This is an optimization exercise on Yosys and OpenROAD, whose aim is a short achievable clock period and few clock cycles, not a production implementation.
The RTL was checked by simulation tests, not by an equivalence proof against the original design.
Power figures rest on the tool's default switching activity, not on a simulated workload.

==> v35 <==
// npc
module npc(
    input  wire        clk,
    input  wire        rst,
    output wire [31:0] pc,
    input  wire [31:0] instr,
    output wire [31:0] dmem_addr,
    input  wire [31:0] dmem_rdata,
    output wire        dmem_we,
    output wire [1:0]  dmem_size,
    output wire [31:0] dmem_wdata
);
    localparam OP_LUI   = 7'b0110111;
    localparam OP_AUIPC = 7'b0010111;
    localparam OP_JAL   = 7'b1101111;
    localparam OP_JALR  = 7'b1100111;
    localparam OP_BR    = 7'b1100011;
    localparam OP_LD    = 7'b0000011;
    localparam OP_ST    = 7'b0100011;
    localparam OP_IMM   = 7'b0010011;
    localparam OP_OP    = 7'b0110011;
    localparam OP_SYS   = 7'b1110011;
    reg  [31:0] pc_f;
    reg         v_d, pb_d;
    reg         dfx_q;
    reg  [31:0] dtgt_q;
    reg  [31:0] ins_d, pc_d, pc4_d;
    reg  [31:0] tgtb_d, tgtj_d, dval_d, jtgt_d;
    reg         q_jal, q_jalr, q_br, q_ecall, q_mret;
    reg         v_xr, wen_xr, ld_xr, st_xr, br_xr, jalr_xr, ecall_xr, csrw_xr, dv_xr, kill_x;
    wire        v_x     = v_xr     & ~kill_x;
    wire        wen_x   = wen_xr   & ~kill_x;
  ...
Settings: LEC_CHECK=0, ABC_CLOCK_PERIOD_IN_PS=3000, CAP_MARGIN=20, CORE_MARGIN=2, CORE_UTILIZATION=40, SLEW_MARGIN=20, SYNTH_HIERARCHICAL=1; clock period 11.0 ns.
standard.sh (not shown) runs the stock make flow with config.mk's settings and CLKGATE_MAP_FILE= SYNTH_SCRIPT=/design/flow/synth_recipe.tcl, a recipe that flattens the netlist after the stock synthesis.
==> flow/flow/run.sh <==
#!/bin/bash
# Own layout flow: the standard synthesis unchanged, then the standard ORFS layout with
#  - a larger setup margin for repair_timing, so the resizer aims at a cycle much shorter than
#    the 11 ns clock of the (unchanged) SDC;
#  - port buffers of a stronger cell than the default choice (every port still gets one).
# Each tool's output goes to a log file here.
set -euo pipefail
MARGIN=$(cat flow/margin.txt)
bash standard.sh synth > synth.log 2>&1
bash standard.sh SETUP_SLACK_MARGIN=$MARGIN "BUFFER_PORTS_ARGS=-buffer_cell sky130_fd_sc_hd__buf_4" finish > layout.log 2>&1
==> flow/flow/margin.txt <==
7.4
==> v37 (differences from v35) <==
--- a/flow/design.v
+++ b/flow/design.v
@@ -164,18 +164,22 @@
     wire use2_d = is_br | is_st | is_op;
     wire useimm_d = is_ld | is_st | is_imm | is_jalr;
     wire [31:0] rf1 = (rs1_d == 5'd0) ? 32'd0 : (wen_w && rd_w == rs1_d) ? res_w : regs[rs1_d];
     wire [31:0] rf2 = (rs2_d == 5'd0) ? 32'd0 : (wen_w && rd_w == rs2_d) ? res_w : regs[rs2_d];
     wire m1 = wen_x && rd_x == rs1_d;
     wire w1 = wen_m && rd_m == rs1_d;
     wire m2 = wen_x && rd_x == rs2_d;
     wire w2 = wen_m && rd_m == rs2_d;
-    wire [31:0] op1 = m1 ? res_x : w1 ? wres_m : rf1;
-    wire [31:0] op2 = m2 ? res_x : w2 ? wres_m : rf2;
+    wire [31:0] op1, op2, opb;
+    wire [31:0] op1_nx = w1 ? wres_m : rf1;
+    wire [31:0] op2_nx = w2 ? wres_m : rf2;
+    mux32 u_op1(.sel(m1), .a(res_x), .b(op1_nx), .y(op1));
+    mux32 u_op2(.sel(m2), .a(res_x), .b(op2_nx), .y(op2));
+    mux32 u_opb(.sel(m2 && !useimm_d), .a(res_x), .b(useimm_d ? imm_d : op2_nx), .y(opb));
     wire lduse   = ld_x && ((use1_d && m1) || (use2_d && m2));
     wire stall_d = v_d && lduse;
     wire jalr_ok = is_jalr && m1 && dv_x;       
     wire [31:0] jtgt = jtgt_d;
     wire want_d  = is_jal || (is_br && ins_d[31]) || is_ecall || is_mret || jalr_ok;
     wire [31:0] dtgt_d = is_ecall ? mtvec_fw : is_mret ? mepc_fw :
                          jalr_ok ? {jtgt[31:1], 1'b0} : tgt_d;
     wire trap_ok = pc_f == (is_ecall ? mtvec_fw : mepc_fw);
@@ -203,18 +207,20 @@
     wire [31:0] csr_old = ({32{c_mstatus}} & mstatus) | ({32{c_mtvec}} & mtvec) |
                           ({32{c_mepc}} & mepc) | ({32{c_mcause}} & mcause) |
                           ({32{c_mvendorid}} & 32'h79737978) | ({32{c_marchid}} & 32'h26964ECE);
     wire [31:0] csr_src = f3_x[2] ? {27'd0, zimm_x} : A;
     wire [31:0] csr_new = (f3_x[1:0] == 2'b01) ? csr_src :
                           (f3_x[1:0] == 2'b10) ? (csr_old | csr_src) : (csr_old & ~csr_src);
     assign mtvec_fw = (csrw_x && c_mtvec) ? csr_new : mtvec;
     assign mepc_fw  = ecall_x ? pc_x : (csrw_x && c_mepc) ? csr_new : mepc;
-    assign res_x = ({32{s_add & ~sub_x}} & sum) | ({32{s_add & sub_x}} & diff) |
-                   ({32{s_sll}} & shl) | ({32{s_sr}} & shr[31:0]) |
+    wire [31:0] as_x, oth_x;
+    mux32 u_as(.sel(sub_x), .a(diff), .b(sum), .y(as_x));
+    mux32 u_res(.sel(s_add), .a(as_x), .b(oth_x), .y(res_x));
+    assign oth_x = ({32{s_sll}} & shl) | ({32{s_sr}} & shr[31:0]) |
                    {31'd0, (s_slt & lts) | (s_sltu & ltu)} |
                    ({32{s_xor}} & (A ^ B)) | ({32{s_or}} & (A | B)) | ({32{s_and}} & (A & B)) |
                    ({32{s_dval}} & dval_x) | ({32{s_csr}} & csr_old);
     reg taken_x;
     always @(*) begin
         case (f3_x)
             3'b000: taken_x = eq;
             3'b001: taken_x = ~eq;
@@ -281,17 +287,19 @@
     wire jal_f   = instr[6:2] == 5'b11011;
     wire bwd_f   = instr[6:2] == 5'b11000 && instr[31];
     wire jalr_f  = instr[6:2] == 5'b11001 && v_d && wen_d && rd_d == instr[19:15] &&
                    (is_lui || is_auipc || is_jal || is_jalr);
     wire mret_f  = sys0_f && instr[21] && rp_v;
     wire pf_f    = ecall_f || mret_f || jal_f || bwd_f || jalr_f;
     wire [31:0] dh    = dfx_q ? dtgt_q : pc_f;
     wire        ovr_d = stall_d || dfx_q || rst;
-    wire        f_any = ecall_f || mret_f || jal_f || bwd_f || jalr_f;
+    wire        f_any = instr[6] && instr[5] &&
+                        ((!instr[4] && (instr[2] || (!instr[3] && instr[31]))) ||
+                         (sys0_f && (!instr[21] || rp_v)));
     wire [31:0] npc_nx;
     sel7 u_fsel(.s0(ovr_d), .d0(dh),
                 .s1(!ovr_d && jal_f), .d1(tgtj_f),
                 .s2(!ovr_d && bwd_f), .d2(tgtb_f),
                 .s3(!ovr_d && jalr_f), .d3({jtgt_f[31:1], 1'b0}),
                 .s4(!ovr_d && ecall_f), .d4(mtvec_fw),
                 .s5(!ovr_d && mret_f), .d5(rp),
                 .s6(!ovr_d && !f_any), .d6(pc4_f), .y(npc_nx));
@@ -341,17 +349,17 @@
                        instr[24:20] == 5'b00000;
             q_mret  <= instr[6:0] == OP_SYS && instr[14:12] == 3'b000 && instr[31:25] == 7'b0011000 &&
                        instr[24:20] == 5'b00010;
         end
         pc_x   <= pc_d;
         dtgt_q <= dnext_d;
         if (ecall_x) rp <= alt_x;
         a_x    <= op1;
-        b_x    <= useimm_d ? imm_d : op2;
+        b_x    <= opb;
         s_x    <= op2;
         dval_x <= dval_d;
         alt_x  <= want_d ? pc4_d : tgt_d;
         pred_x <= want_d;
         bq_eq  <= is_br && f3_d[2:1] == 2'b00;
         bq_lt  <= is_br && f3_d[2:1] == 2'b10;
         bq_lu  <= is_br && f3_d[2:1] == 2'b11;
         bq_nv  <= is_br && f3_d[2:1] == 2'b01;
CORE_UTILIZATION = 55   (was 40)
==> notes <==
- Power: v37 is smaller than v35 (1.6%).
- Sequential share of layout area: v37 is higher than v35 (1.1 points).
- Between v35 and v37, the lower clock power is in v35 (gap about 1%, measured against v37).
- In sequential power, v35 and v37 hardly differ.
- Of v35 and v37, v35 has the higher wire length (gap about 0.6%, measured against v37).
- In sequential cell count, v37 and v35 do not differ.
- Against v37, the maximum frequency of v35 is lower by about 3.7%.
- Worst setup slack: v37 is higher than v35 (0.14 ns).
- Against v35, the hold slack of v37 is lower by 0.024 ns.
Testbench counts of v35, summed over its fixed seeds: cycles 592,019.
Testbench counts of v37, summed over its fixed seeds: cycles 592,019.

==> port drivers added, routing unchanged <==
Ports are ideal in the flow. The routed layouts listed here were re-timed in OpenROAD. Step 1 (the two cells are an assumption about what drives the block):
set clk [get_ports {clk}]
set_driving_cell -lib_cell sky130_fd_sc_hd__clkbuf_16 $clk
set_driving_cell -lib_cell sky130_fd_sc_hd__buf_2 [delete_from_list [all_inputs] $clk]
Step 2 moves the port delays by t, midway between the first and last clock arrival at a register: inputs arrive t later, outputs are due t later. That takes back most of the time a late clock gives input paths. Slacks: ideal ports / drivers / drivers and shift; pairs: ideal ports / drivers.
run	shift t [ns]	slack for setup (ns)	worst hold slack (ns)	cell pins on the clock port's net
v35	0.946	7.178 / 7.127 / 6.181	0.325 / 0.325 / 0.325	1
v37	0.971	7.318 / 7.112 / 6.141	0.301 / 0.301 / 0.301	1
After both steps every run listed still meets setup and hold. For v37, which loses most, drivers alone change the setup slack by -0.206 ns; drivers and shift together by -1.177 ns.
